Context: an optimization exercise on an open-source flow, tuned for small area. The choices shown serve that exercise and are no tape-out recipe.
RTL that was checked went through simulation tests only; none was proved equivalent to the original.
The RTL of runs 1 and 3 was laid out without a check of its function.
The clock port is modelled as an ideal driver; clocking choices that lean on that would not hold on a real chip.
Power and IR drop assume default switching activity.

File: flow/design.v
module smg_interface_demo
(
    input CLK,                       
    input RSTn,                      
    input R1,                        
    input key,                       
    output [7:0]SMG_Data,            
    output [5:0]Scan_Sig,            
    output [3:0] led,
    output rx                        
);
reg f8;
wire rst = RSTn & ~f8;
reg [5:0] c1;
reg [4:0] q;
wire c1_end = c1[5] & c1[4] & c1[0];         
wire samp = c1_end & q[4] & q[1] & q[0];     
always @(posedge CLK)
    if (!rst) begin
        c1 <= 6'd0;
        q <= 5'd0;
    end else begin
        c1 <= c1_end ? 6'd0 : c1 + 6'd1;
        if (c1_end) q <= (q == 5'd19) ? 5'd0 : q + 5'd1;
    end
reg kc, kk, p;
wire pc = samp & kc & ~R1;
wire pk = samp & kk & ~key;
reg [4:0] cc;            
reg [7:0] ck;            
reg rec1, rec2;          
reg F;                   
reg lr1, lr2;
always @(posedge CLK)
    if (!rst) begin
        kc <= 1'b1; kk <= 1'b1; p <= 1'b0;
    end else if (samp) begin
        kc <= R1; kk <= key; p <= pc;
    end else if (c1[1]) begin
        p <= 1'b0;
    end
wire pd1 = p & ~c1[1];                       
wire pd2 = p;                                
wire cc4 = (cc == 5'd4);
wire cc5 = (cc == 5'd5);
wire cc8 = (cc == 5'd8);
wire cc9 = (cc == 5'd9);
wire fl1 = pd1 ? cc5 : cc4;
wire ff  = pd1 ? cc9 : cc8;
wire v   = pd2 ? cc9 : cc8;
wire c1rec = pd2 ? cc5 : cc4;
wire cc_ge8 = (cc[4] | cc[3]) & ~(pd1 & ~c1[0] & cc8);
wire [3:0] n1d = rec1 ? ck[3:0] : 4'd0;
wire [3:0] n2d = rec2 ? ck[7:4] : 4'd0;
wire gt = n1d > n2d;
wire eq = n1d == n2d;
wire f1 = v & gt;
wire f2 = v & ~gt & ~eq;
wire fm = v & eq;
wire [3:0] nl = v ? (gt ? n1d : n2d) : 4'd0;
always @(posedge CLK)
    if (!rst) begin
        cc <= 5'd0; ck <= 8'd0; rec1 <= 1'b0; rec2 <= 1'b0; F <= 1'b0;
        lr1 <= 1'b0; lr2 <= 1'b0;
    end else begin
        if (pc) cc <= cc + 5'd1;
        if (pk & ~cc[4] & ~cc[3] & ~(cc[2] ? rec2 : rec1)) ck[cc[2:0]] <= 1'b1;
        rec1 <= rec1 | c1rec;
        rec2 <= rec2 | v;
        F <= F | cc_ge8;
        if (L) begin
            if (f1) begin lr1 <= 1'b1; lr2 <= 1'b0; end
            else if (f2) begin lr1 <= 1'b0; lr2 <= 1'b1; end
            else if (fm) begin lr1 <= 1'b1; lr2 <= 1'b1; end
        end else begin
            lr1 <= 1'b0; lr2 <= 1'b0;
        end
    end
reg [15:0] B;
reg [2:0] K;
reg L;
wire bfb = B[15] ^ B[14] ^ B[12] ^ B[3] ^ (B[14:0] == 15'd0);
wire bwrap = (B == 16'h8000);                
always @(posedge CLK)
    if (!F) begin
        B <= 16'd0; K <= 3'd0; L <= 1'b1; f8 <= 1'b0;
    end else begin
        B <= {B[14:0], bfb};
        if (bwrap) K <= K + 3'd1;
        if (B == 16'hc099) L <= 1'b0;           
        else if (bwrap) L <= 1'b1;
        if (K[2] & K[1] & (B == 16'h177c)) f8 <= 1'b1;    
    end
assign led = {2'b00, fl1 | lr1, ff ^ lr2};
reg [3:0] nld;           
always @(posedge CLK) nld <= nl;
reg [2:0] j;
reg [3:0] rnum;
reg [3:0] dn;            
wire [2:0] dig = (j == 3'd7) ? 3'd0 :
                 (c1 == 6'd0) ? ((j == 3'd5) ? 3'd0 : j + 3'd1) : j;
reg [3:0] selv;
always @(*)
    case (dig)
        3'd0: selv = n1d;
        3'd1: selv = n2d;
        3'd3, 3'd5: selv = nld;
        default: selv = 4'd10;
    endcase
always @(posedge CLK or negedge rst)
    if (!rst) begin
        j <= 3'd7; rnum <= 4'd0; dn <= 4'd0;
    end else begin
        j <= dig;
        if (!c1_end) rnum <= selv;
        if (rnum <= 4'd10) dn <= ~rnum;
    end
reg [5:0] scan;
always @(*)
    case (j)
        3'd0: scan = 6'b011_111;
        3'd1: scan = 6'b101_111;
        3'd2: scan = 6'b110_111;
        3'd3: scan = 6'b111_011;
        3'd4: scan = 6'b111_101;
        3'd5: scan = 6'b111_110;
        default: scan = 6'b100_000;
    endcase
assign Scan_Sig = scan;
reg [7:0] seg;
always @(*)
    case (~dn)
        4'd0: seg = 8'b1100_0000;
        4'd1: seg = 8'b1111_1001;
        4'd2: seg = 8'b1010_0100;
        4'd3: seg = 8'b1011_0000;
        4'd4: seg = 8'b1001_1001;
        4'd5: seg = 8'b1001_0010;
        4'd6: seg = 8'b1000_0010;
        4'd7: seg = 8'b1111_1000;
        4'd8: seg = 8'b1000_0000;
        4'd9: seg = 8'b1001_0000;
        4'd10: seg = 8'b1011_1111;
        default: seg = 8'b1111_1111;
    endcase
assign SMG_Data = seg;
reg [1:0] uj;
reg [1:0] u3;
reg [2:0] u7;
reg [4:0] u31;
reg [3:0] bc;            
reg b, tx;
wire div0 = (uj == 2'b01) & (u3 == 2'b11) & (u7 == 3'b010) & (u31 == 5'b00010);
wire [3:0] bc_n = div0 ? ((bc == 4'd10) ? 4'd0 : bc + 4'd1) : bc;
reg bit_n;
always @(*)
    case (bc_n)
        4'd1: bit_n = 1'b0;
        4'd2: bit_n = nld[0];
        4'd3: bit_n = nld[1];
        4'd4: bit_n = nld[2];
        4'd5: bit_n = nld[3];
        4'd6, 4'd7, 4'd8, 4'd9: bit_n = 1'b0;
        default: bit_n = 1'b1;
    endcase
always @(posedge CLK or negedge RSTn)
    if (!RSTn) begin
        uj <= 2'b00; u3 <= 2'b01; u7 <= 3'b001; u31 <= 5'b00001;
        bc <= 4'd15; b <= 1'b1; tx <= 1'b0;
    end else begin
        uj <= {uj[0], ~uj[1]};
        u3 <= {u3[0], u3[1] ^ u3[0]};
        u7 <= {u7[1:0], u7[2] ^ u7[1]};
        u31 <= {u31[3:0], u31[4] ^ u31[2]};
        bc <= bc_n;
        b <= bit_n;
        tx <= b;
    end
assign rx = tx;
endmodule
File: flow/flow/run.sh
#!/bin/bash
# Own flow: the standard layout (same ORFS steps, same synthesis script up to
# technology mapping), with these changes:
#  - ABC maps the logic with an area-oriented script (flow/area.abc) and the
#    adders are left to ABC instead of being mapped to half/full-adder cells;
#  - port buffers use the smallest buffer cell;
#  - CTS inserts no dummy loads.
# Registers come from the same synthesis steps as the standard flow.
set -euo pipefail
W=$PWD
cp config.mk flow_config.mk
cat >> flow_config.mk <<EOC
export ADDER_MAP_FILE =
export CTS_ARGS = -sink_clustering_enable -repair_clock_nets -dont_use_dummy_load
export BUFFER_PORTS_ARGS = -buffer_cell sky130_fd_sc_hd__buf_1
EOC
# The standard flow's synthesis script, with ABC's mapping script replaced
cat > flow_synth.tcl <<EOT
proc abc {args} {
  set out {}
  set skip 0
  foreach a \$args {
    if {\$skip} { set skip 0; continue }
    if {\$a eq "-script" || \$a eq "-constr"} { set skip 1; continue }
    lappend out \$a
  }
  yosys abc -script $W/flow/area.abc {*}\$out
}
EOT
cat synth_recipe.tcl >> flow_synth.tcl
make -C "$FLOW_HOME" DESIGN_CONFIG=$W/flow_config.mk WORK_HOME=$W/orfs CLKGATE_MAP_FILE= \
  SYNTH_SCRIPT=$W/flow_synth.tcl finish > make.log 2>&1
R=$W/orfs/results/sky130hd/smg_interface_demo/base
: # left out here: write the final layout as DEF
File: flow/flow/area.abc
strash; scorr; dc2; dretime; strash; balance -l; resub -K 6 -l; rewrite -l; resub -K 6 -N 2 -l; refactor -l; resub -K 8 -l; balance -l; resub -K 8 -N 2 -l; rewrite -l; resub -K 10 -l; rewrite -z -l; resub -K 10 -N 2 -l; balance -l; resub -K 12 -l; refactor -z -l; resub -K 12 -N 2 -l; rewrite -z -l; balance -l; balance -l; resub -K 6 -l; rewrite -l; resub -K 6 -N 2 -l; refactor -l; resub -K 8 -l; balance -l; resub -K 8 -N 2 -l; rewrite -l; resub -K 10 -l; rewrite -z -l; resub -K 10 -N 2 -l; balance -l; resub -K 12 -l; refactor -z -l; resub -K 12 -N 2 -l; rewrite -z -l; balance -l; dch -f; amap; topo
File: flow/standard.sh
#!/bin/bash
# synth_recipe.tcl (not shown) runs the flow's synth.tcl, then flattens the netlist and writes it again
# the make line also repeats each setting of config.mk as NAME=value (left out here)
make -C /OpenROAD-flow-scripts/flow DESIGN_CONFIG=/design/flow/config.mk WORK_HOME=/design/flow/orfs CLKGATE_MAP_FILE= SYNTH_SCRIPT=/design/flow/synth_recipe.tcl "${@:-finish}"
File: flow/config.mk
export PLATFORM = sky130hd
export DESIGN_NAME = smg_interface_demo
export DESIGN_NICKNAME = smg_interface_demo
export VERILOG_FILES = /design/flow/design.v
export SDC_FILE = /design/flow/constraint.sdc
export NUM_CORES = 4
export LEC_CHECK = 0
export CAP_MARGIN = 20
export CORE_MARGIN = 2
export CORE_UTILIZATION = 40
export SLEW_MARGIN = 20
File: flow/constraint.sdc
create_clock -name core_clock -period 10.0 [get_ports {CLK}]
set_input_delay 2.0000 -clock core_clock [delete_from_list [all_inputs] [get_ports {CLK}]]
set_output_delay 2.0000 -clock core_clock [all_outputs]
set_load 0.01 [all_outputs]
==> flow_metrics.tcl, run 1 <==
set metrics [dict create \
    worst_slew_pin_slew_ns 0.909 \
    max_freq_mhz 252 \
    min_period_ns 3.96 \
    met1_usage_pct 19.2 \
    grt_use_met3_pct 4.17 \
    std_cell_rows 34 \
    critical-path-slowest-cell "buf_1" \
    p_int_w 0.000488 \
    ys_ff_latch 86 \
    globalRouteMet2Util_pct 23.3 \
    htree_levels 3 \
    comb_power_share_pct 19.1 \
    critPathCaptureType "register" \
    vdd_drop_max_mv 0.0720 \
    track_usage_pct 14.8 \
    synthMuxAreaShare_pct 0 \
    synth_cells 428 \
    netlist_area_sq_um 3490 \
    grt_pass1_vias 2742 \
    yosys_warnings 1 \
    syn_avg_cell_area_sq_um 8.16 \
    synthTopCellsByArea "dfxtp_1, dfrtp_1, nor2_1" \
    clk_pin_slew_ns 0.08 \
    dieArea_sq_um 9500 \
    holdBufCountCts 0 \
    nets 461 \
    critPathArrivalTime_ns 4.23 \
    drt_first_iter_violations 126 \
    cts_resized 0 \
    die_x_microns 97.5 \
    synth_edf_count 0 \
    gp_congestion 0.796 \
    cts_tree "done" \
    ios 23 \
    ant_nets 0 \
    r2r_start "c1[0]" \
    relSlewSlack_pct 39.4 \
    status "timing/DRC/antenna clean" \
    leakage_nw 1.33 \
    fin_skew_ns 0.0233 \
    numCtsBuffers 9 \
    busiest_layer "met2" \
    cap_violations 0 \
    synth_ff_type "dfxtp_1" \
    r2r_slack_ns 7.35 \
    synth_cell_types 31 \
    clk_latency_ns 0.36 \
    start_util_pct 40.7 \
    async_flop_share_pct 33.7 \
    setup.worst_path.class "in -> reg" \
    synth-simple-area-share_pct 23.7 \
    crit_path_cell_trace "buf_1 > nor2b_1 > buf_4 > clkinv_1 > o21a_1 > a221oi_1" \
    wl_per_cell_microns 11.5 \
    yosys.area_share.adder_pct 0 \
    viasPerCell 5.00 \
    io_buffers 19 \
    utilization_pct 44.4 \
    multiInputGateArea_sq_um 1340 \
    fin_crit_sh_pct 39.6 \
    max_stage_delay_ns 0.66 \
    wl_microns 6450 \
    setup_viol 0 \
    cp.required_ns 10.27 \
    root_buffer "clkbuf_8" \
    synth_compound_area_share_pct 14.2 \
    timing.rr.end "cc[4]" \
    cp-endpoint "q[4]" \
    cts_setup_buffers 0 \
    hold_path_class "reg -> async" \
    finalHoldViolations 0 \
    synth-xor-area-share_pct 0.251 \
    die_h_microns 97.5 \
    grt_antenna_before_repair 0 \
    fillCellCount 878 \
    critical_path.startpoint "RSTn" \
    synth_top_family_by_area "simple AND/OR/NAND/NOR gates" \
    drcViolationCount 0 \
    numClockSinks 86 \
    antenna_cells 0 \
    overflow 0 \
    final.setup.tns_ns 0 \
    grt_pass1_wl_microns 11600 \
    final-max-slew-violation-count 0 \
    p_per_area_nw_per_um2 183 \
    area_growth_pct 9.13 \
    drive_gt1_share_pct 4.62 \
    ys_seq_area_share_pct 53.8 \
    rsz0062_at_grt "false" \
    cts_max_path_buffers 2 \
    p_seq_share_pct 54.5 \
    coreArea_sq_um 8590 \
    sw_frac_of_total_pct 30.0 \
    switchingPower_w 0.000209 \
    yosys.area.top_type_share_pct 32.7 \
    firstDrtPassIters 5 \
    grt_max_degree 23 \
    yosys.area.top_type "dfxtp_1" \
    dp_hpwl_microns 4920 \
    vias 2816 \
    r2r_cells 10 \
    register_area_sq_um 1880 \
    critical_path.startpoint_type "input port" \
    clkPwrFrac_pct 26.4 \
    critPathMaxFanout 22 \
]
layer usage:
layer  up-vias  part of all wire (%)
met1      1293                    50
met5         -                     0
met4         0                   1.9
li1       1475                     -
met3         9                   3.6
met2        39                    44
registers in the layout, summed over array words and instances (netlist names), 4 cells and up:
name  count
rnum      4
B        16
cc        5
c1        6
bc        4
nld       4
q         5
dn        4
ck        8
u31       5
per-stage QoR:
step	setup WS (ns)	total power [W]	cell area [sq um]	hold WS (ns)	std cells
after floorplan	6.02	0.000479	3500	0.353	429
after global placement	5.62	0.000518	3690	0.310	554
after detailed placement	5.55	0.000521	3690	0.309	554
after CTS	5.92	0.000704	3810	0.302	563
after global routing	5.66	0.000740	3810	0.357	563
final	6.04	0.000697	3810	0.282	563
power by group through the flow:
stage / clock (W) / combinational (W) / sequential (W)
detailed placement: 0 / 0.000133 / 0.000387
global placement: 0 / 0.000131 / 0.000387
floorplan: 0 / 0.0000956 / 0.000383
CTS: 0.000190 / 0.000134 / 0.000380
finish: 0.000184 / 0.000133 / 0.000380
global route: 0.000205 / 0.000152 / 0.000383
layout make-up:
cell class	instances	area share [%]
Clock buffer	9	3.25
Tap cell	108	3.54
Inverter	67	6.60
Sequential cell	86	49.3
Multi-Input combinational cell	273	35.2
Timing Repair Buffer	20	2.07
cell usage after synthesis, drive strengths merged, types with 4 or more instances:
master and number:
o21a 4, a222oi 4, o21ai 17, nor2b 4
dfrtp 18, dfxtp 57, clkinv 67, nand4 10
a21oi 16, nand3 6, nand2 35, or2 7
dfstp 11, o22ai 13, nor3 23, a211oi 8
nor2 100
critical path, delay by kind of cell:
kind,cells,cell delay [ns]
and+or+nand+nor,1,0.22
AOI/OAI and AO/OA,2,0.55
buffers and inverters,3,1.44
layout by cell type, fill, tap and decap left out:
cell	synthesis	layout
a22oi_1	3	3
o32ai_1	1	1
nand2_1	35	35
or2_0	7	7
and2_0	2	2
o22ai_1	13	13
o21a_1	4	4
conb_1	2	3
nand4_1	10	10
a31o_1	1	1
a41oi_1	1	1
a211oi_1	8	8
nand3_1	6	6
nor2b_1	4	4
or3_1	2	2
nor2_1	100	100
a221oi_1	3	3
buf_4	3	1
buf_1	0	19
dfxtp_1	57	57
xor2_1	1	1
o31ai_1	3	3
a222oi_1	4	4
clkbuf_8	0	9
dfrtp_1	18	18
a31oi_1	2	2
dfstp_2	11	11
o21ai_0	17	17
nor4_1	3	3
nor3_1	23	23
o2111ai_1	1	1
clkinv_1	67	67
a21oi_1	16	16
how the worst min path moves through the flow:
stage | slack, ns | end | depth (start not counted) | from
after floorplan | 0.35 | uj[1] | 0 | uj[0]
after global placement | 0.31 | rnum[2] | 2 | f8
after detailed placement | 0.31 | rnum[3] | 2 | f8
after CTS | 0.30 | dn[0] | 2 | f8
after global routing | 0.36 | dn[0] | 2 | f8
final | 0.28 | dn[0] | 2 | f8
kinds of logic after synthesis:
group,count (synthesis)
other,2
buffers and inverters,70
AO/OA/AOI/OAI,77
flip-flops,86
XOR/XNOR,1
AND/OR/NAND/NOR,192
==> inputs of run 2 (changes only) <==
--- a/flow/design.v
+++ b/flow/design.v
@@ -15,3 +15,4 @@
 reg [4:0] q;
-wire c1_end = c1[5] & c1[4] & c1[0];         
+wire c1_end = ~c1[5] & ~c1[3] & ~c1[1] & ~c1[0];    
+wire c1_zero = ~c1[4] & ~c1[3] & ~c1[2] & ~c1[1];   
 wire samp = c1_end & q[4] & q[1] & q[0];     
@@ -19,6 +20,6 @@
     if (!rst) begin
-        c1 <= 6'd0;
+        c1 <= 6'b000001;
         q <= 5'd0;
     end else begin
-        c1 <= c1_end ? 6'd0 : c1 + 6'd1;
+        c1 <= c1_end ? 6'b000001 : {c1[4:0], c1[5] ^ c1[0]};
         if (c1_end) q <= (q == 5'd19) ? 5'd0 : q + 5'd1;
@@ -38,6 +39,6 @@
         kc <= R1; kk <= key; p <= pc;
-    end else if (c1[1]) begin
+    end else if (c1[2]) begin
         p <= 1'b0;
     end
-wire pd1 = p & ~c1[1];                       
+wire pd1 = p & ~c1[2];                       
 wire pd2 = p;                                
@@ -51,3 +52,3 @@
 wire c1rec = pd2 ? cc5 : cc4;
-wire cc_ge8 = (cc[4] | cc[3]) & ~(pd1 & ~c1[0] & cc8);
+wire cc_ge8 = (cc[4] | cc[3]) & ~(pd1 & ~c1[1] & cc8);
 wire [3:0] n1d = rec1 ? ck[3:0] : 4'd0;
@@ -100,3 +101,3 @@
 wire [2:0] dig = (j == 3'd7) ? 3'd0 :
-                 (c1 == 6'd0) ? ((j == 3'd5) ? 3'd0 : j + 3'd1) : j;
+                 c1_zero ? ((j == 3'd5) ? 3'd0 : j + 3'd1) : j;
 reg [3:0] selv;
==> flow_metrics.tcl, run 2 <==
set metrics [dict create \
    regMostFlops "B" \
    critPathArrivalTime_ns 1.81 \
    antenna_cells 0 \
    wl_microns 6330 \
    grt_pass1_vias 2529 \
    place_inst 536 \
    std_cell_rows 33 \
    reg_top3 "B (16), ck (8), c1 (6)" \
    synth_edf_count 0 \
    dp_hpwl_microns 4780 \
    grt_antenna_before_repair 0 \
    crit_path_cell_trace "clkinv_1 > nor2_1 > clkinv_1 > o22ai_1 > nand2_1 > o21ai_0 > buf_1" \
    finalHoldViolations 0 \
    final.setup.tns_ns 0 \
    async_flop_share_pct 33.7 \
    io_buffers 19 \
    grt_pass1_wl_microns 11200 \
    switchingPower_w 0.000198 \
    clkPwrFrac_pct 26.6 \
    leakage_nw 1.32 \
    yosys_warnings 1 \
    critical_path.startpoint_type "register" \
    hold_path_class "reg -> async" \
    ios 23 \
    synth_cell_types 34 \
    critPathMaxFanout 4 \
    worst_slew_pin_slew_ns 0.613 \
    ant_nets 0 \
    yosys.cell_count.top_type "nor2_1" \
    synthTopCellsByArea "dfxtp_1, dfrtp_1, nor2_1" \
    area_growth_pct 9.36 \
    drcViolationCount 0 \
    setup.worst_path.class "reg -> out" \
    vdd_drop_max_mv 0.0567 \
    synth_cells 412 \
    clk_pin_slew_ns 0.09 \
    max_freq_mhz 262 \
    p_per_area_nw_per_um2 181 \
    drive_gt1_share_pct 5.00 \
    utilization_pct 45.4 \
    setup_viol 0 \
    cts_tree "done" \
    syn_avg_cell_area_sq_um 8.37 \
    cts_resized 0 \
    overflow 0 \
    critical-path-slowest-cell "dfxtp_1" \
    p_int_w 0.000483 \
    yosys-top-cells-count "nor2_1, clkinv_1, dfxtp_1" \
    die_x_microns 96.8 \
    comb_power_share_pct 18.0 \
    netlist_area_sq_um 3450 \
    die_h_microns 96.8 \
    fin_skew_ns 0.0307 \
    numCtsBuffers 9 \
    p_seq_share_pct 55.4 \
    stdcell_count 545 \
    viasPerCell 4.99 \
    critPathCaptureType "primary output" \
    start_util_pct 41.5 \
    grt_max_degree 25 \
    ys_ff_latch 86 \
    yosys.area.top_type_share_pct 33.1 \
    status "timing/DRC/antenna clean" \
    ys_seq_area_share_pct 54.6 \
    final_common_cell "nor2_1" \
    rsz0062_at_grt "false" \
    coreArea_sq_um 8300 \
    yosys.area.top_type "dfxtp_1" \
    clk_latency_ns 0.36 \
    sw_frac_of_total_pct 29.0 \
    vias 2719 \
    largest_reg_flops 16 \
    final_cell_mix "nor2_1, clkinv_1, dfxtp_1, nand2_1, o21ai_0" \
    wl_per_cell_microns 11.6 \
    track_usage_pct 14.4 \
    cts_setup_buffers 0 \
    min_period_ns 3.81 \
    holdBufCountCts 0 \
    fillCellCount 833 \
    drt_first_iter_violations 100 \
    cap_violations 0 \
    synth_ff_type "dfxtp_1" \
    final-max-slew-violation-count 0 \
    max_stage_delay_ns 0.36 \
    cp.required_ns 8.00 \
    fin_crit_sh_pct 38.1 \
    relSlewSlack_pct 58.9 \
    htree_levels 3 \
    root_buffer "clkbuf_8" \
    gp_congestion 0.804 \
    nets 446 \
    crit_path_frequent_cell "clkinv_1" \
    numClockSinks 86 \
    firstDrtPassIters 5 \
    dieArea_sq_um 9380 \
    cts_max_path_buffers 2 \
]
run 2: changes by cell type in the layout (fill, tap and decap cells not counted), moves of 3 or more:
cell,before,now
nor2_1,100,91
nor3_1,23,15
nand3_1,6,2
nor2b_1,4,8
o21ai_0,17,21
or4_1,0,4
clkinv_1,67,64
nand4_1,10,7
o22ai_1,13,10
run 2: metrics by stage:
stage                     cell area [sq um]  hold slack (ns)  worst slack [ns]  total power (W)
after floorplan                        3450            0.346              5.90         0.000470
final                                  3770            0.343              6.19         0.000681
after detailed placement               3650            0.320              5.95         0.000509
after global routing                   3770            0.396              6.03         0.000722
after CTS                              3770            0.361              6.15         0.000690
after global placement                 3650            0.317              6.01         0.000506
run 2: worst paths after layout:
path / start / endpoint / slack, ns / cells past startpoint
setup / recovery: p / led[0] / 6.19 / 7
hold / removal: f8 / dn[2] / 0.34 / 2
setup reg to reg: c1[5] / cc[4] / 7.09 / 13
hold reg to reg: f8 / dn[2] / 0.34 / 2
max in group asynchronous: RSTn / j[0] / 7.71 / 4
min in group core_clock: u31[1] / u31[2] / 0.38 / 0
run 2: worst max-delay path, delay by kind of cell (launching register included):
| family | cells | cell delay, ns |
|---|---|---|
| AO/OA/AOI/OAI | 2 | 0.36 |
| buffers and inverters | 3 | 0.44 |
| flip-flops | 1 | 0.36 |
| AND/OR/NAND/NOR | 2 | 0.31 |
run 2: kinds of logic after synthesis:
kind of cell / share of synthesized area [%]
buffers and inverters: 7.62
DFF: 54.6
other: 0.218
and+or+nand+nor: 23.5
AOI/OAI and AO/OA: 14.1
run 2: power groups by stage:
stage / Clock (W) / Sequential (W) / Combinational (W)
final: 0.000181 / 0.000378 / 0.000123
after global routing: 0.000202 / 0.000380 / 0.000140
after CTS: 0.000188 / 0.000378 / 0.000124
after detailed placement: 0 / 0.000385 / 0.000124
after global placement: 0 / 0.000384 / 0.000121
after floorplan: 0 / 0.000382 / 0.0000879
run 2: layout make-up:
cell class	instances	area, sq um	area share, %
Multi-Input combinational cell	260	1310	34.7
Timing Repair Buffer	21	86.3	2.29
Clock buffer	9	124	3.29
Sequential cell	86	1880	49.9
Inverter	64	240	6.37
Tap cell	105	131	3.48
run 2: routing by layer:
| metal | part of all wire [%] | up-vias | global-route usage (%) | routed length [microns] |
|---|---|---|---|---|
| met4 | 1.8 | 0 | 5.53 | 111 |
| li1 | - | 1445 | - | - |
| met2 | 44 | 39 | 22.2 | 2760 |
| met5 | 0 | - | 0 | 0 |
| met3 | 3.7 | 10 | 3.54 | 235 |
| met1 | 51 | 1225 | 19.5 | 3220 |
==> inputs of run 3 (changes only) <==
--- a/flow/design.v
+++ b/flow/design.v
@@ -36,8 +36,8 @@
     if (!rst) begin
-        kc <= 1'b1; kk <= 1'b1; p <= 1'b0;
+        kc <= 1'b1; kk <= 1'b1;
     end else if (samp) begin
-        kc <= R1; kk <= key; p <= pc;
-    end else if (c1[2]) begin
-        p <= 1'b0;
+        kc <= R1; kk <= key;
     end
+always @(posedge CLK)
+    p <= samp ? pc : (p & ~c1[2]);
 wire pd1 = p & ~c1[2];                       
@@ -97,7 +97,9 @@
 always @(posedge CLK) nld <= nl;
-reg [2:0] j;
+reg [2:0] jn;             
+wire [2:0] j = ~jn;
 reg [3:0] rnum;
 reg [3:0] dn;            
-wire [2:0] dig = (j == 3'd7) ? 3'd0 :
-                 c1_zero ? ((j == 3'd5) ? 3'd0 : j + 3'd1) : j;
+wire j7 = j[2] & j[1];
+wire [2:0] dig = j7 ? 3'd0 :
+                 c1_zero ? ((j[2] & j[0]) ? 3'd0 : j + 3'd1) : j;
 reg [3:0] selv;
@@ -112,20 +114,15 @@
     if (!rst) begin
-        j <= 3'd7; rnum <= 4'd0; dn <= 4'd0;
+        jn <= 3'd0; dn <= 4'd0;
     end else begin
-        j <= dig;
-        if (!c1_end) rnum <= selv;
+        jn <= ~dig;
         if (rnum <= 4'd10) dn <= ~rnum;
     end
-reg [5:0] scan;
-always @(*)
-    case (j)
-        3'd0: scan = 6'b011_111;
-        3'd1: scan = 6'b101_111;
-        3'd2: scan = 6'b110_111;
-        3'd3: scan = 6'b111_011;
-        3'd4: scan = 6'b111_101;
-        3'd5: scan = 6'b111_110;
-        default: scan = 6'b100_000;
-    endcase
-assign Scan_Sig = scan;
+always @(posedge CLK)
+    rnum <= selv;
+assign Scan_Sig = {j[2] | j[1] | j[0],
+                   ~(j[0] & ~(j[2] ^ j[1])),
+                   ~(j[1] & ~(j[2] ^ j[0])),
+                   ~(j[1] & j[0]),
+                   ~(j[2] & ~(j[1] ^ j[0])),
+                   ~(j[2] & j[0])};
 reg [7:0] seg;
@@ -144,3 +141,4 @@
         4'd10: seg = 8'b1011_1111;
-        default: seg = 8'b1111_1111;
+        4'd15: seg = 8'b1111_1111;
+        default: seg = 8'bxxxx_xxxx;   
     endcase
@@ -153,28 +151,20 @@
 reg b, tx;
-wire div0 = (uj == 2'b01) & (u3 == 2'b11) & (u7 == 3'b010) & (u31 == 5'b00010);
-wire [3:0] bc_n = div0 ? ((bc == 4'd10) ? 4'd0 : bc + 4'd1) : bc;
-reg bit_n;
-always @(*)
-    case (bc_n)
-        4'd1: bit_n = 1'b0;
-        4'd2: bit_n = nld[0];
-        4'd3: bit_n = nld[1];
-        4'd4: bit_n = nld[2];
-        4'd5: bit_n = nld[3];
-        4'd6, 4'd7, 4'd8, 4'd9: bit_n = 1'b0;
-        default: bit_n = 1'b1;
-    endcase
+wire div0 = (uj == 2'b01) & (u3 == 2'b01) & (u7 == 3'b001) & (u31 == 5'b00001);
+wire [3:0] bc_n = div0 ? ((bc[3] & bc[1]) ? 4'd0 : bc + 4'd1) : bc;
+wire bit_n = bc_n[3] ? bc_n[1] :
+             bc_n[2] ? (~bc_n[1] & (bc_n[0] ? nld[3] : nld[2])) :
+             bc_n[1] ? (bc_n[0] ? nld[1] : nld[0]) : ~bc_n[0];
 always @(posedge CLK or negedge RSTn)
     if (!RSTn) begin
-        uj <= 2'b00; u3 <= 2'b01; u7 <= 3'b001; u31 <= 5'b00001;
-        bc <= 4'd15; b <= 1'b1; tx <= 1'b0;
+        uj <= 2'b00; u3 <= 2'b00; u7 <= 3'b000; u31 <= 5'b00000;
+        bc <= 4'd15; tx <= 1'b0;
     end else begin
         uj <= {uj[0], ~uj[1]};
-        u3 <= {u3[0], u3[1] ^ u3[0]};
-        u7 <= {u7[1:0], u7[2] ^ u7[1]};
-        u31 <= {u31[3:0], u31[4] ^ u31[2]};
+        u3 <= {u3[0], ~(u3[1] ^ u3[0])};
+        u7 <= {u7[1:0], ~(u7[2] ^ u7[1])};
+        u31 <= {u31[3:0], ~(u31[4] ^ u31[2])};
         bc <= bc_n;
-        b <= bit_n;
         tx <= b;
     end
+always @(posedge CLK) b <= bit_n;
 assign rx = tx;
==> flow/flow/area.abc (replaced) <==
strash; dc2; balance -l; resub -K 6 -l; rewrite -l; resub -K 6 -N 2 -l; refactor -l; resub -K 8 -l; balance -l; resub -K 8 -N 2 -l; rewrite -l; resub -K 10 -l; rewrite -z -l; resub -K 10 -N 2 -l; balance -l; resub -K 12 -l; refactor -z -l; resub -K 12 -N 2 -l; rewrite -z -l; balance -l; balance -l; resub -K 6 -l; rewrite -l; resub -K 6 -N 2 -l; refactor -l; resub -K 8 -l; balance -l; resub -K 8 -N 2 -l; rewrite -l; resub -K 10 -l; rewrite -z -l; resub -K 10 -N 2 -l; balance -l; resub -K 12 -l; refactor -z -l; resub -K 12 -N 2 -l; rewrite -z -l; balance -l; &get -n; &dch -f; &nf -a -R 1000; &put; strash; dch -f; &get -n; &nf -a -R 1000; &put
==> flow_metrics.tcl, run 3 <==
set metrics [dict create \
    timing.rr.end "cc[4]" \
    numClockSinks 86 \
    status "timing/DRC/antenna clean" \
    reg_top3 "B (16), ck (8), c1 (6)" \
    critical-path-slowest-cell "dfxtp_1" \
    whs_endpoint "tx" \
    yosys_warnings 1 \
    relSlewSlack_pct 47.4 \
    setup.worst_path.class "reg -> out" \
    syn_avg_cell_area_sq_um 9.31 \
    async_flop_share_pct 27.9 \
    ys_seq_area_share_pct 55.1 \
    area_growth_pct 9.41 \
    synth_ff_type "dfxtp_1" \
    viasPerCell 5.05 \
    max_stage_delay_ns 0.46 \
    finalPower_w 0.000669 \
    regMostFlops "B" \
    antenna_cells 0 \
    synth_cell_types 46 \
    synth_edf_count 0 \
    worstHoldStart "b" \
    critPathMaxFanout 9 \
    fin_skew_ns 0.0215 \
    yosys-top-cells-count "dfxtp_1, nor2_1, nand2_1" \
    yosys.area.top_type_share_pct 37.0 \
    grt_max_degree 22 \
    largest_reg_flops 16 \
    r2r_slack_ns 7.34 \
    path_delay_family "simple AND/OR/NAND/NOR gates" \
    final-max-slew-violation-count 0 \
    dp_hpwl_microns 4260 \
    drive_gt1_share_pct 3.62 \
    crit_path_cell_trace "nor2b_1 > nor2b_1 > a21oi_1 > a21oi_1 > xor2_1 > buf_1" \
    firstDrtPassIters 4 \
    hold_depth 0 \
    min_period_ns 3.90 \
    rsz0062_at_grt "false" \
    start_util_pct 41.0 \
    fillCellCount 811 \
    cts_max_path_buffers 2 \
    holdBufCountCts 0 \
    numCtsBuffers 9 \
    std_cell_rows 33 \
    vias 2483 \
    drt_first_iter_violations 105 \
    yosys.area.top_type "dfxtp_1" \
    grt_pass1_vias 2291 \
    cp.required_ns 8.00 \
    nets 393 \
    netlist_area_sq_um 3350 \
    die_x_microns 95.5 \
    dieArea_sq_um 9130 \
    r2r_start "c1[1]" \
    worst_slew_pin_slew_ns 0.790 \
    hold_path_class "reg -> reg" \
    coreArea_sq_um 8180 \
    final_common_cell "dfxtp_1" \
    io_buffers 19 \
    grt_antenna_before_repair 0 \
    ys_ff_latch 86 \
    p_per_area_nw_per_um2 182 \
    cts_resized 0 \
    drcViolationCount 0 \
    max_freq_mhz 257 \
    critical_path.startpoint_type "register" \
    synthTopCellsByArea "dfxtp_1, dfrtp_1, nor2_1" \
    htree_levels 3 \
    die_h_microns 95.5 \
    wl_microns 5950 \
    final_cell_mix "dfxtp_1, nor2_1, nand2_1, a21oi_1, and2_0" \
    synth_cells 360 \
    clk_pin_slew_ns 0.08 \
    critPathArrivalTime_ns 1.90 \
    grt_pass1_wl_microns 10400 \
    track_usage_pct 14.6 \
    yosys.cell_count.top_type "dfxtp_1" \
    ant_nets 0 \
    cts_setup_buffers 0 \
    final.setup.tns_ns 0 \
    leakage_nw 1.34 \
    r2r_cells 11 \
    cap_violations 0 \
    cts_tree "done" \
    vdd_drop_max_mv 0.101 \
    root_buffer "clkbuf_8" \
    fin_crit_sh_pct 39.0 \
    critPathCaptureType "primary output" \
    cp_num_buf_inv 1 \
    gp_congestion 0.795 \
    ios 23 \
    wl_per_cell_microns 12.1 \
    setup_viol 0 \
    clk_latency_ns 0.34 \
    overflow 0 \
    finalHoldViolations 0 \
]
## run 3: cell types whose count changed after synthesis, moves of 9 or more
cell and delta:
a21oi_1 +12, o21ai_0 -11, clkinv_1 -53, xnor2_1 +9
nor2_1 -49, nand3_1 +15, and2_0 +25
## run 3: final cells by class
cell class | count | area [sq um] | area share (%)
inverters | 11 | 41.3 | 1.13
multi-input cells | 261 | 1450 | 39.4
repair buffers | 20 | 78.8 | 2.15
well taps | 105 | 131 | 3.58
clock buffers | 9 | 124 | 3.38
flip-flops and latches | 86 | 1850 | 50.4
## run 3: where the power goes
part | internal, W | leakage [nW] | switching [W]
clock | 0.0000805 | 0.0647 | 0.000101
sequential | 0.000358 | 0.768 | 0.0000190
combinational | 0.0000419 | 0.511 | 0.0000685
total | 0.000480 | 1.34 | 0.000188
## run 3: through the flow
| stage | setup slack (ns) | utilization (%) | cell area, sq um | cells | hold WS [ns] |
|---|---|---|---|---|---|
| floorplan | 6.74 | - | 3360 | 361 | 0.316 |
| global placement | 5.94 | 43.3 | 3540 | 483 | 0.317 |
| detailed placement | 5.86 | 43.3 | 3540 | 483 | 0.320 |
| CTS | 6.10 | 44.9 | 3670 | 492 | 0.332 |
| global route | 5.92 | 44.9 | 3670 | 492 | 0.335 |
| finish | 6.10 | 44.9 | 3670 | 492 | 0.331 |
## run 3: worst max-delay path by stage
stage / slack [ns] / to / depth (start not counted) / startpoint
final: 6.10 / led[0] / 6 / cc[0]
after global routing: 5.92 / led[0] / 6 / cc[0]
after CTS: 6.10 / led[0] / 6 / cc[0]
after detailed placement: 5.86 / c1[1] / 5 / RSTn
after global placement: 5.94 / c1[1] / 5 / RSTn
after floorplan: 6.74 / led[0] / 5 / cc[0]
## run 3: routing by layer
metal	wire (microns)	GRT usage [%]	share of wire, %	vias up
li1	-	-	-	1311
met1	3140	20.1	53	1130
met2	2510	21.6	42	33
met3	199	3.87	3.3	9
met4	92	6.07	1.5	0
met5	0	0	0	-
## run 3: logic make-up after synthesis
group           Yosys count  share of synthesized area (%)
compound gates           70                           13.2
other cells               2                          0.224
buf+inv                  14                           1.90
flops                    86                           55.1
xor+xnor                 12                           3.14
simple gates            175                           26.1
mux                       1                          0.336
==> inputs of run 4 (changes only) <==
--- a/flow/design.v
+++ b/flow/design.v
@@ -85,6 +85,7 @@
 always @(posedge CLK)
+    B <= {B[14:0], F & bfb};
+always @(posedge CLK)
     if (!F) begin
-        B <= 16'd0; K <= 3'd0; L <= 1'b1; f8 <= 1'b0;
+        K <= 3'd0; L <= 1'b1; f8 <= 1'b0;
     end else begin
-        B <= {B[14:0], bfb};
         if (bwrap) K <= K + 3'd1;
==> flow_metrics.tcl, run 4 <==
set metrics [dict create \
    status "timing/DRC/antenna clean" \
    dp_hpwl_microns 4230 \
    htree_levels 3 \
    synth_edf_count 0 \
    p_per_area_nw_per_um2 182 \
    numClockSinks 86 \
    area_growth_pct 9.54 \
    io_buffers 19 \
    vias 2434 \
    root_buffer "clkbuf_8" \
    die_h_microns 94.4 \
    coreArea_sq_um 7810 \
    async_flop_share_pct 27.9 \
    synthMuxAreaShare_pct 0.307 \
    cts_resized 0 \
    clkPwrFrac_pct 27.9 \
    yosys.area.top_type "dfxtp_1" \
    dieArea_sq_um 8900 \
    final.setup.tns_ns 0 \
    final_common_cell "dfxtp_1" \
    gp_congestion 0.732 \
    wl_microns 5880 \
    numCtsBuffers 9 \
    grt_pass1_vias 2200 \
    synth_compound_area_share_pct 14.4 \
    ant_nets 0 \
    final-max-slew-violation-count 0 \
    antenna_cells 0 \
    overflow 0 \
    fillCellCount 755 \
    synth_top_family_by_area "simple AND/OR/NAND/NOR gates" \
    cts_tree "done" \
    regMostFlops "B" \
    cts_setup_buffers 0 \
    clk_latency_ns 0.35 \
    comb_power_share_pct 14.2 \
    final_cell_area_sq_um 3580 \
    synth_cell_types 48 \
    yosys.cell_count.top_type "dfxtp_1" \
    clk_pin_slew_ns 0.07 \
    synth-xor-area-share_pct 3.22 \
    critPathCaptureType "primary output" \
    max_freq_mhz 259 \
    synth-simple-area-share_pct 23.7 \
    hold_path_class "reg -> reg" \
    syn_avg_cell_area_sq_um 9.55 \
    holdBufCountCts 0 \
    largest_reg_flops 16 \
    track_usage_pct 14.3 \
    yosys_warnings 1 \
    synthTopCellsByArea "dfxtp_1, dfrtp_1, nor2_1" \
    placed_area_sq_um 3450 \
    ys_seq_area_share_pct 56.6 \
    grt_pass1_wl_microns 9950 \
    min_period_ns 3.86 \
    nets 375 \
    yosys-top-cells-count "dfxtp_1, nor2_1, nand2_1" \
    setup.worst_path.class "reg -> out" \
    viasPerCell 5.17 \
    sw_frac_of_total_pct 27.6 \
    fin_skew_ns 0.0198 \
    vdd_drop_max_mv 0.0712 \
    synth_cells 342 \
    fin_crit_sh_pct 38.6 \
    grt_max_degree 22 \
    switchingPower_w 0.000180 \
    std_cell_rows 32 \
    start_util_pct 41.8 \
    drive_gt1_share_pct 3.79 \
    cts_max_path_buffers 2 \
    yosys.area_share.adder_pct 0 \
    synth_ff_type "dfxtp_1" \
    leakage_nw 1.38 \
    setup_viol 0 \
    wl_per_cell_microns 12.5 \
    final_cell_mix "dfxtp_1, nor2_1, nand2_1, a21oi_1, dfrtp_1" \
    yosys.area.top_type_share_pct 38.0 \
    ios 23 \
    p_seq_share_pct 57.9 \
    netlist_area_sq_um 3270 \
    critPathArrivalTime_ns 1.86 \
    cp.required_ns 8.00 \
    drcViolationCount 0 \
    worst_slew_pin_slew_ns 0.778 \
    grt_antenna_before_repair 0 \
    relSlewSlack_pct 48.2 \
    drt_first_iter_violations 96 \
    firstDrtPassIters 4 \
    p_int_w 0.000473 \
    finalHoldViolations 0 \
    ys_ff_latch 86 \
    reg_top3 "B (16), ck (8), c1 (6)" \
    critPathMaxFanout 8 \
    die_x_microns 94.4 \
    rsz0062_at_grt "false" \
    critical_path.startpoint_type "register" \
    cap_violations 0 \
]
==> run 4: layout make-up <==
cell class	instances	area, sq um	share of cell area, %
Sequential cell	86	1850	51.6
Timing Repair Buffer	20	78.8	2.20
Inverter	8	30.0	0.839
Clock buffer	9	124	3.46
Multi-Input combinational cell	246	1370	38.3
Tap cell	102	128	3.57
==> run 4: power groups by stage <==
stage | combinational (W) | clock (W) | sequential, W
floorplan | 0.0000665 | 0 | 0.000380
global placement | 0.0000914 | 0 | 0.000384
detailed placement | 0.0000935 | 0 | 0.000385
CTS | 0.0000942 | 0.000190 | 0.000378
global route | 0.000105 | 0.000204 | 0.000381
finish | 0.0000925 | 0.000182 | 0.000378
==> run 4: worst max-delay path: stages (launching register included) <==
cell,delay [ns]
dfxtp_1,0.38
nor3b_1,0.48
nand2_1,0.11
o21ai_0,0.20
xor2_1,0.18
buf_1,0.17
==> run 4: routing by layer <==
layer | GRT usage, % | vias up | wire length, microns
met5 | 0 | - | 0
met4 | 7.61 | 0 | 135
met3 | 3.11 | 12 | 177
met2 | 21.3 | 35 | 2560
met1 | 19.5 | 1127 | 3010
li1 | - | 1260 | -
==> run 4: worst paths after layout <==
kind	cells after the start	slack, ns	to	startpoint
max	5	6.14	led[0]	cc[2]
min	0	0.33	tx	b
max reg2reg	10	7.31	cc[4]	c1[3]
min reg2reg	0	0.33	tx	b
max in group asynchronous	4	7.22	dn[1]	RSTn
min in group asynchronous	2	0.88	jn[2]	f8
==> run 4: cells by family (layout without fill, tap and decap cells) <==
family / after synthesis / after routing
flops: 86 / 86
other cells: 2 / 3
mux: 1 / 1
compound gates: 74 / 74
buf+inv: 11 / 37
xor+xnor: 12 / 12
simple gates: 156 / 156
==> run 4: stage by stage <==
step | hold WS, ns | utilization [%] | power [W] | worst slack [ns] | cells
2_1_floorplan | 0.316 | - | 0.000447 | 6.74 | 343
3_3_place_gp | 0.328 | 44.2 | 0.000476 | 5.98 | 462
3_5_place_dp | 0.324 | 44.2 | 0.000479 | 5.91 | 462
4_1_cts | 0.333 | 45.8 | 0.000662 | 6.15 | 471
5_1_grt | 0.335 | 45.8 | 0.000690 | 5.95 | 471
6_report | 0.330 | 45.8 | 0.000653 | 6.14 | 471
==> inputs of run 5 (changes only) <==
--- a/flow/flow/run.sh
+++ b/flow/flow/run.sh
@@ -6,3 +6,5 @@
 #  - port buffers use the smallest buffer cell;
-#  - CTS inserts no dummy loads.
+#  - CTS inserts no dummy loads and builds the tree from clkbuf_8; afterwards
+#    leaf buffers whose flip-flops keep a low clock slew become clkbuf_4
+#    (flow/post_cts.tcl).
 # Registers come from the same synthesis steps as the standard flow.
@@ -13,4 +15,6 @@
 export ADDER_MAP_FILE =
-export CTS_ARGS = -sink_clustering_enable -repair_clock_nets -dont_use_dummy_load
+export CTS_ARGS = -sink_clustering_enable -repair_clock_nets -dont_use_dummy_load -buf_list sky130_fd_sc_hd__clkbuf_8
 export BUFFER_PORTS_ARGS = -buffer_cell sky130_fd_sc_hd__buf_1
+export CTS_BUF_LIST = sky130_fd_sc_hd__clkbuf_8
+export POST_CTS_TCL = $W/flow/post_cts.tcl
 EOC
==> flow/flow/post_cts.tcl (new file) <==
estimate_parasitics -placement
proc leaf_worst_slew {inst} {
  set onet [get_nets -of_objects [get_pins -of_objects $inst -filter "direction==output"]]
  set w 0
  foreach p [get_pins -of_objects $onet -filter "direction==input"] {
    set s [get_property $p slew_max]
    if {$s > $w} { set w $s }
  }
  return $w
}
proc drives_flops {inst} {
  set onet [get_nets -of_objects [get_pins -of_objects $inst -filter "direction==output"]]
  foreach p [get_pins -of_objects $onet -filter "direction==input"] {
    if {[get_property $p name] eq "CLK"} { return 1 }
  }
  return 0
}
foreach inst [get_cells -quiet clkbuf_*] {
  if {[get_property $inst ref_name] ne "sky130_fd_sc_hd__clkbuf_8"} continue
  if {![drives_flops $inst]} continue
  replace_cell $inst sky130_fd_sc_hd__clkbuf_4
  estimate_parasitics -placement
  set w [leaf_worst_slew $inst]
  if {$w > 0.100} {
    replace_cell $inst sky130_fd_sc_hd__clkbuf_8
    estimate_parasitics -placement
    puts "post_cts: [get_property $inst name] kept clkbuf_8 (clkbuf_4 slew $w)"
  } else {
    puts "post_cts: [get_property $inst name] -> clkbuf_4 (slew $w)"
  }
}
detailed_placement
==> flow_metrics.tcl, run 5 <==
set metrics [dict create \
    final_cell_area_sq_um 3560 \
    coreArea_sq_um 7810 \
    async_flop_share_pct 27.9 \
    reg_top3 "B (16), ck (8), c1 (6)" \
    r2r_cells 10 \
    die_h_microns 94.4 \
    wl_microns 5900 \
    critical-path-slowest-cell "nor3b_1" \
    io_buffers 19 \
    final-max-slew-violation-count 0 \
    grt_pass1_vias 2200 \
    r2r_start "c1[3]" \
    fin_skew_ns 0.0272 \
    final.setup.tns_ns 0 \
    placed_area_sq_um 3450 \
    max_stage_delay_ns 0.48 \
    viasPerCell 5.14 \
    synth_ff_type "dfxtp_1" \
    synthTopCellsByArea "dfxtp_1, dfrtp_1, nor2_1" \
    drcViolationCount 0 \
    critPathArrivalTime_ns 1.88 \
    finalHoldViolations 0 \
    status "timing/DRC/antenna clean" \
    hold_depth 0 \
    synth-simple-area-share_pct 23.7 \
    rsz0062_at_grt "false" \
    worst_slew_pin_slew_ns 0.778 \
    nets 375 \
    multiInputGateArea_sq_um 1370 \
    whs_endpoint "tx" \
    synth_top_family_by_area "simple AND/OR/NAND/NOR gates" \
    min_period_ns 3.88 \
    vdd_drop_max_mv 0.0712 \
    antenna_cells 0 \
    synth_cells 342 \
    synth-xor-area-share_pct 3.22 \
    final_common_cell "dfxtp_1" \
    critPathCaptureType "primary output" \
    std_cell_rows 32 \
    critPathMaxFanout 8 \
    dp_hpwl_microns 4230 \
    yosys.area.top_type "dfxtp_1" \
    drive_gt1_share_pct 3.79 \
    drt_first_iter_violations 95 \
    max_freq_mhz 258 \
    synth_edf_count 0 \
    clk_latency_ns 0.35 \
    vias 2422 \
    ios 23 \
    leakage_nw 1.37 \
    yosys.area.top_type_share_pct 38.0 \
    wl_per_cell_microns 12.5 \
    numClockSinks 86 \
    hold_path_class "reg -> reg" \
    clk_pin_slew_ns 0.08 \
    netlist_area_sq_um 3270 \
    gp_congestion 0.732 \
    cap_violations 0 \
    synth_compound_area_share_pct 14.4 \
    setup.worst_path.class "reg -> out" \
    relSlewSlack_pct 48.2 \
    final_cell_mix "dfxtp_1, nor2_1, nand2_1, a21oi_1, dfrtp_1" \
    synthMuxAreaShare_pct 0.307 \
    yosys_warnings 1 \
    overflow 0 \
    ys_ff_latch 86 \
    fin_crit_sh_pct 38.8 \
    grt_pass1_wl_microns 9960 \
    largest_reg_flops 16 \
    regMostFlops "B" \
    crit_path_cell_trace "nor3b_1 > nand2_1 > o21ai_0 > xor2_1 > buf_1" \
    track_usage_pct 14.3 \
    die_x_microns 94.4 \
    register_area_sq_um 1850 \
    cts_tree "done" \
    grt_antenna_before_repair 0 \
    worstHoldStart "b" \
    ys_seq_area_share_pct 56.6 \
    yosys.cell_count.top_type "dfxtp_1" \
    dieArea_sq_um 8900 \
    cp.required_ns 8.00 \
    ant_nets 0 \
    critical_path.startpoint_type "register" \
    syn_avg_cell_area_sq_um 9.55 \
    grt_max_degree 22 \
    fillCellCount 758 \
    yosys-top-cells-count "dfxtp_1, nor2_1, nand2_1" \
    synth_cell_types 48 \
    timing.rr.end "cc[4]" \
    yosys.area_share.adder_pct 0 \
    area_growth_pct 8.97 \
    firstDrtPassIters 4 \
    start_util_pct 41.8 \
    setup_viol 0 \
    r2r_slack_ns 7.31 \
    p_per_area_nw_per_um2 179 \
]
==> run 5: cell counts after synthesis <==
No cell type changed its count.
==> run 5: routing by layer <==
metal	global-route usage (%)	wire length, microns	up-vias
met4	6.16	102	0
met2	21.3	2570	44
met3	4.31	225	9
met1	19.5	3000	1108
met5	0	0	-
li1	-	-	1261
==> run 5: stage by stage <==
| step | utilization, % | hold WS (ns) | power (W) | cells | setup slack, ns |
|---|---|---|---|---|---|
| 2_1_floorplan | - | 0.316 | 0.000447 | 343 | 6.74 |
| 3_3_place_gp | 44.2 | 0.328 | 0.000476 | 462 | 5.98 |
| 3_5_place_dp | 44.2 | 0.324 | 0.000479 | 462 | 5.91 |
| 5_1_grt | 45.6 | 0.335 | 0.000677 | 471 | 5.90 |
| 6_report | 45.6 | 0.330 | 0.000638 | 471 | 6.12 |
==> run 5: how the worst max path moves through the flow <==
stage	end	start	cells after the start	slack (ns)
3_5_place_dp	q[4]	RSTn	6	5.91
5_1_grt	led[0]	cc[2]	5	5.90
6_report	led[0]	cc[2]	5	6.12
3_3_place_gp	c1[1]	RSTn	5	5.98
2_1_floorplan	led[0]	cc[2]	4	6.74
==> run 5: final cells by class <==
| type | count | area share (%) |
|---|---|---|
| timing repair buffer | 20 | 2.22 |
| sequential | 86 | 51.9 |
| tap | 102 | 3.59 |
| inverter | 8 | 0.844 |
| multi-input combinational | 246 | 38.5 |
| clock buffer | 9 | 2.95 |
==> run 5: critical path, delay by kind of cell, from the launching register on <==
| family | cells | cell delay, ns |
|---|---|---|
| flops | 1 | 0.39 |
| compound gates | 1 | 0.20 |
| buf+inv | 1 | 0.17 |
| xor+xnor | 1 | 0.18 |
| simple gates | 2 | 0.59 |
==> run 5: logic make-up after synthesis <==
kind of cell | after synthesis
compound gates | 74
xor+xnor | 12
buf+inv | 11
flops | 86
mux | 1
other cells | 2
simple gates | 156
==> run 5: report_power, final <==
group,switching (W),internal [W],total (W)
clock network,0.0000999,0.0000680,0.000168
logic,0.0000581,0.0000343,0.0000924
registers,0.0000201,0.000358,0.000378
==> inputs of run 6 (changes only) <==
--- a/flow/config.mk
+++ b/flow/config.mk
@@ -9,3 +9,3 @@
 export CORE_MARGIN = 2
-export CORE_UTILIZATION = 40
+export CORE_UTILIZATION = 60
 export SLEW_MARGIN = 20
==> flow_metrics.tcl, run 6 <==
set metrics [dict create \
    die_x_microns 77.8 \
    synth_cell_types 48 \
    worst_slew_pin_slew_ns 0.753 \
    track_usage_pct 21.5 \
    yosys_warnings 1 \
    clk_pin_slew_ns 0.10 \
    area_growth_pct 7.74 \
    synth_cells 342 \
    regMostFlops "B" \
    setup_viol 0 \
    hold_path_class "reg -> reg" \
    r2r_slack_ns 7.29 \
    synthTopCellsByArea "dfxtp_1, dfrtp_1, nor2_1" \
    synth_edf_count 0 \
    yosys.cell_count.top_type "dfxtp_1" \
    ant_nets 0 \
    vdd_drop_max_mv 0.109 \
    worstHoldStart "b" \
    max_stage_delay_ns 0.54 \
    r2r_start "c1[3]" \
    max_freq_mhz 251 \
    finalPower_w 0.000637 \
    finalHoldViolations 0 \
    std_cell_rows 26 \
    drcViolationCount 0 \
    synth_ff_type "dfxtp_1" \
    cts_tree "done" \
    grt_antenna_before_repair 0 \
    cp.required_ns 8.00 \
    min_period_ns 3.99 \
    largest_reg_flops 16 \
    whs_endpoint "tx" \
    drive_gt1_share_pct 3.79 \
    gp_congestion 0.810 \
    final_cell_mix "dfxtp_1, nor2_1, nand2_1, a21oi_1, dfrtp_1" \
    rsz0062_at_grt "false" \
    firstDrtPassIters 4 \
    timing.rr.end "ck[4]" \
    yosys.area.top_type "dfxtp_1" \
    io_buffers 19 \
    dp_slack_ns 6.00 \
    critPathCaptureType "primary output" \
    dieArea_sq_um 6050 \
    reg_top3 "B (16), ck (8), c1 (6)" \
    grt_pass1_vias 2286 \
    start_util_pct 63.1 \
    wl_microns 6010 \
    final-max-slew-violation-count 0 \
    clk_latency_ns 0.35 \
    drt_first_iter_violations 179 \
    final.setup.tns_ns 0 \
    vias 2501 \
    ios 23 \
    fin_crit_sh_pct 39.9 \
    numClockSinks 86 \
    cap_violations 0 \
    r2r_cells 8 \
    ys_seq_area_share_pct 56.6 \
    yosys.area.top_type_share_pct 38.0 \
    nets 375 \
    leakage_nw 1.37 \
    wl_per_cell_microns 13.7 \
    place_inst 430 \
    async_flop_share_pct 27.9 \
    antenna_cells 0 \
    syn_avg_cell_area_sq_um 9.55 \
    hold_depth 0 \
    p_per_area_nw_per_um2 181 \
    coreArea_sq_um 5170 \
    relSlewSlack_pct 49.8 \
    final_common_cell "dfxtp_1" \
    dp_hpwl_microns 4270 \
    critPathArrivalTime_ns 1.99 \
    crit_path_cell_trace "nor3b_1 > nand2_1 > o21ai_0 > xor2_1 > buf_1" \
    grt_pass1_wl_microns 10400 \
    viasPerCell 5.70 \
    stdcell_count 439 \
    setup.worst_path.class "reg -> out" \
    critical_path.startpoint_type "register" \
    overflow 0 \
    fin_skew_ns 0.0291 \
    critical-path-slowest-cell "nor3b_1" \
    grt_max_degree 22 \
    setup_ws_ns 6.01 \
    yosys-top-cells-count "dfxtp_1, nor2_1, nand2_1" \
    netlist_area_sq_um 3270 \
    critPathMaxFanout 5 \
    die_h_microns 77.8 \
    ys_ff_latch 86 \
    status "timing/DRC/antenna clean" \
]
## run 6: worst max-delay path: cells and delay by family, from the launching register on
family,cells,cell delay (ns)
simple gates,2,0.66
buf+inv,1,0.17
compound gates,1,0.21
xor+xnor,1,0.21
flops,1,0.38
## run 6: area by class of cell
type	count	area (sq um)
clock buffers	9	105
fillers	413	1650
inverters	8	30.0
multi-input cells	246	1370
flip-flops and latches	86	1850
well taps	70	87.6
repair buffers	20	78.8
## run 6: kinds of logic (layout without fill, tap and decap cells)
logic type | Yosys count | in the layout | synth area share, %
xor gates and xnor gates | 12 | 12 | 3.22
AOI/OAI and AO/OA | 74 | 74 | 14.4
DFF | 86 | 86 | 56.6
and+or+nand+nor | 156 | 156 | 23.7
other | 2 | 3 | 0.230
muxes | 1 | 1 | 0.307
buffers and inverters | 11 | 37 | 1.61
## run 6: per-stage QoR
step	utilization, %	area [sq um]	hold slack [ns]
floorplan	-	3270	0.316
global placement	66.0	3410	0.320
detailed placement	66.0	3410	0.320
global route	68.0	3520	0.348
finish	68.0	3520	0.332
## run 6: worst max path at each step
stage	startpoint	end	slack, ns	cells after the start
3_3_place_gp	RSTn	q[2]	6.00	6
2_1_floorplan	cc[2]	led[0]	6.74	4
5_1_grt	cc[3]	led[0]	5.93	5
3_5_place_dp	RSTn	c1[4]	6.00	5
6_report	cc[3]	led[0]	6.01	5
## run 6: power breakdown
group / leakage (nW) / internal, W / switching (W)
combinational: 0.549 / 0.0000343 / 0.0000581
clock: 0.0569 / 0.0000680 / 0.0000994
sequential: 0.768 / 0.000358 / 0.0000198
## run 6: layer usage
metal  up-vias  share of wire, %  track usage (%)
met3         2               4.0             5.23
li1       1270                 -                -
met1      1178                51             30.3
met2        51                45             32.5
met4         0              0.32             6.96
met5         -                 0                0
==> inputs of run 7 (changes only) <==
--- a/flow/config.mk
+++ b/flow/config.mk
@@ -9,3 +9,3 @@
 export CORE_MARGIN = 2
-export CORE_UTILIZATION = 60
+export CORE_UTILIZATION = 88
 export SLEW_MARGIN = 20
==> flow_metrics.tcl, run 7 <==
set metrics [dict create \
    start_util_pct 90.6 \
    die_x_microns 64.9 \
    yosys.cell_count.top_type "dfxtp_1" \
    synth_cell_types 48 \
    status "aborted with a tool error" \
    yosys_warnings 1 \
    lastStage "3_1_place_gp_skip_io" \
    error "[ERROR GPL-0301] Utilization 101.648 % exceeds 100%." \
    std_cell_rows 22 \
    ys_seq_area_share_pct 56.6 \
    synth_edf_count 0 \
    syn_avg_cell_area_sq_um 9.55 \
    synth_cells 342 \
    ys_ff_latch 86 \
    async_flop_share_pct 27.9 \
    yosys-top-cells-count "dfxtp_1, nor2_1, nand2_1" \
    synth_ff_type "dfxtp_1" \
    yosys.area.top_type "dfxtp_1" \
    die_h_microns 64.9 \
    yosys.area.top_type_share_pct 38.0 \
    netlist_area_sq_um 3270 \
    synthTopCellsByArea "dfxtp_1, dfrtp_1, nor2_1" \
]
run 7: cells by family after synthesis:
| kind of cell | share of synthesized area [%] |
|---|---|
| DFF | 56.6 |
| xor gates and xnor gates | 3.22 |
| and+or+nand+nor | 23.7 |
| other | 0.230 |
| AOI/OAI and AO/OA | 14.4 |
| muxes | 0.307 |
| buffers and inverters | 1.61 |
==> inputs of run 8 (changes only) <==
--- a/flow/config.mk
+++ b/flow/config.mk
@@ -9,3 +9,3 @@
 export CORE_MARGIN = 2
-export CORE_UTILIZATION = 88
+export CORE_UTILIZATION = 75
 export SLEW_MARGIN = 20
==> flow_metrics.tcl, run 8 <==
set metrics [dict create \
    status "timing/DRC/antenna clean" \
    async_flop_share_pct 27.9 \
    setup.worst_path.class "reg -> out" \
    critPathArrivalTime_ns 2.00 \
    ios 23 \
    fin_crit_sh_pct 40.0 \
    final-max-slew-violation-count 0 \
    cap_violations 0 \
    grt_pass1_vias 2375 \
    placed_area_sq_um 3380 \
    drt_first_iter_violations 178 \
    syn_avg_cell_area_sq_um 9.55 \
    viasPerCell 6.11 \
    std_cell_rows 23 \
    gp_congestion 0.889 \
    wl_microns 6370 \
    cts_tree "done" \
    overflow 0 \
    drcViolationCount 0 \
    critPathCaptureType "primary output" \
    finalPower_w 0.000632 \
    clk_latency_ns 0.35 \
    hold_path_class "reg -> reg" \
    synth_edf_count 0 \
    synth-simple-area-share_pct 23.7 \
    ys_seq_area_share_pct 56.6 \
    min_period_ns 4.00 \
    critical_path.startpoint_type "register" \
    worst_slew_pin_slew_ns 0.895 \
    nets 374 \
    wl_per_cell_microns 15.2 \
    dieArea_sq_um 4900 \
    regMostFlops "B" \
    synthTopCellsByArea "dfxtp_1, dfrtp_1, nor2_1" \
    relSlewSlack_pct 40.4 \
    synth_cells 342 \
    reg_top3 "B (16), ck (8), c1 (6)" \
    rsz0062_at_grt "false" \
    antenna_cells 0 \
    yosys.area.top_type_share_pct 38.0 \
    synth_ff_type "dfxtp_1" \
    netlist_area_sq_um 3270 \
    finalHoldViolations 0 \
    vdd_drop_max_mv 0.110 \
    final_cell_area_sq_um 3480 \
    coreArea_sq_um 4090 \
    numClockSinks 86 \
    cp.required_ns 8.00 \
    start_util_pct 79.9 \
    clk_pin_slew_ns 0.09 \
    yosys.cell_count.top_type "dfxtp_1" \
    synthMuxAreaShare_pct 0.307 \
    yosys.area.top_type "dfxtp_1" \
    ant_nets 0 \
    track_usage_pct 28.8 \
    p_per_area_nw_per_um2 182 \
    io_buffers 19 \
    final_common_cell "dfxtp_1" \
    synth_top_family_by_area "simple AND/OR/NAND/NOR gates" \
    synth_cell_types 48 \
    grt_antenna_before_repair 0 \
    critPathMaxFanout 8 \
    yosys_warnings 1 \
    grt_pass1_wl_microns 11100 \
    ys_ff_latch 86 \
    leakage_nw 1.37 \
    final_cell_mix "dfxtp_1, nor2_1, nand2_1, a21oi_1, dfrtp_1" \
    yosys.area_share.adder_pct 0 \
    drive_gt1_share_pct 3.53 \
    dp_hpwl_microns 4430 \
    largest_reg_flops 16 \
    die_x_microns 70.0 \
    yosys-top-cells-count "dfxtp_1, nor2_1, nand2_1" \
    vias 2552 \
    firstDrtPassIters 4 \
    area_growth_pct 6.55 \
    fin_skew_ns 0.0216 \
    synth_compound_area_share_pct 14.4 \
    final.setup.tns_ns 0 \
    die_h_microns 70.0 \
    max_freq_mhz 250 \
    setup_viol 0 \
    synth-xor-area-share_pct 3.22 \
    grt_max_degree 22 \
]
## run 8: cell type report
type | count | area [sq um]
timing repair buffer | 19 | 71.3
sequential | 86 | 1850
clock buffer | 9 | 98.8
tap | 50 | 62.6
inverter | 8 | 30.0
fill | 244 | 607
multi-input combinational | 246 | 1370
## run 8: worst paths after layout
path / startpoint / endpoint / slack [ns] / cells after the start
max reg2reg: c1[3] / ck[7] / 7.18 / 8
min in group asynchronous: f8 / jn[1] / 0.88 / 2
max in group asynchronous: RSTn / dn[2] / 6.65 / 3
min: b / tx / 0.35 / 0
max: cc[2] / led[0] / 6.00 / 5
min reg2reg: b / tx / 0.35 / 0
## run 8: kinds of logic (layout without fill, tap and decap cells)
| kind of cell | after synthesis | in the layout |
|---|---|---|
| AO/OA/AOI/OAI | 74 | 74 |
| XOR/XNOR | 12 | 12 |
| buffers and inverters | 11 | 36 |
| flip-flops | 86 | 86 |
| multiplexers | 1 | 1 |
| other | 2 | 3 |
| AND/OR/NAND/NOR | 156 | 156 |
## run 8: through the flow
stage                     util (%)  instances  setup WS [ns]  hold slack (ns)
after detailed placement      82.7        409           5.67            0.332
after global routing          85.2        418           5.66            0.372
after global placement        82.7        409           5.77            0.321
after floorplan                  -        343           6.74            0.316
final                         85.2        418           6.00            0.351
## run 8: worst max-delay path, stage by stage, from the launching register on
cell and delay [ns]:
dfxtp_1 0.40, nor3b_1 0.55, nand2_1 0.10, o21ai_0 0.21, xor2_1 0.21, buf_1 0.18
## run 8: report_power, final
group | total [W] | internal (W) | switching [W] | leakage (nW)
Combinational | 0.0000924 | 0.0000340 | 0.0000584 | 0.544
Sequential | 0.000377 | 0.000358 | 0.0000195 | 0.768
Clock | 0.000163 | 0.0000637 | 0.0000988 | 0.0544
## run 8: metal layers
layer	global-route usage, %	share of wire, %	vias up
met2	45.3	48	75
met1	38.1	45	1196
met4	10.7	1.9	0
li1	-	-	1266
met5	0	0	-
met3	8.37	4.9	15

-- separate check: timing with driven ports --
The flow's constraints put no driver on any port. The routed layouts listed below were extracted and timed again, unchanged, in two steps.
Step 1, drivers: a clkbuf_16 drives CLK and a buf_2 each remaining input, both assumed.
Step 2 also shifts input and output timing later by t, the mid clock arrival at the registers, as if the neighbouring blocks saw the same clock.
Slacks: no drivers / after step 1 / after step 2; pairs: no drivers / after step 1.
run	t, ns	setup slack, ns	latest minus earliest clock arrival (ns)	slew at the worst register clock pin (ns)	worst data-port slew with drivers (ns)
run 1	0.374	6.039 / 6.043 / 5.669	0.024 / 0.024	0.08 / 0.08	0.03
run 2	0.371	6.185 / 6.157 / 6.015	0.031 / 0.031	0.09 / 0.09	0.03
run 3	0.364	6.105 / 6.075 / 5.889	0.022 / 0.022	0.08 / 0.08	0.03
run 4	0.371	6.143 / 6.112 / 5.960	0.022 / 0.022	0.08 / 0.08	0.03
run 5	0.370	6.117 / 6.086 / 5.978	0.027 / 0.028	0.09 / 0.09	0.03
run 6	0.360	6.014 / 5.987 / 6.005	0.029 / 0.029	0.10 / 0.10	0.03
run 8	0.372	5.998 / 5.970 / 5.699	0.022 / 0.022	0.09 / 0.09	0.03
After both steps every run listed still meets setup and hold. For run 1, which loses most, drivers alone change the setup slack by +0.004 ns; drivers and shift together by -0.370 ns.
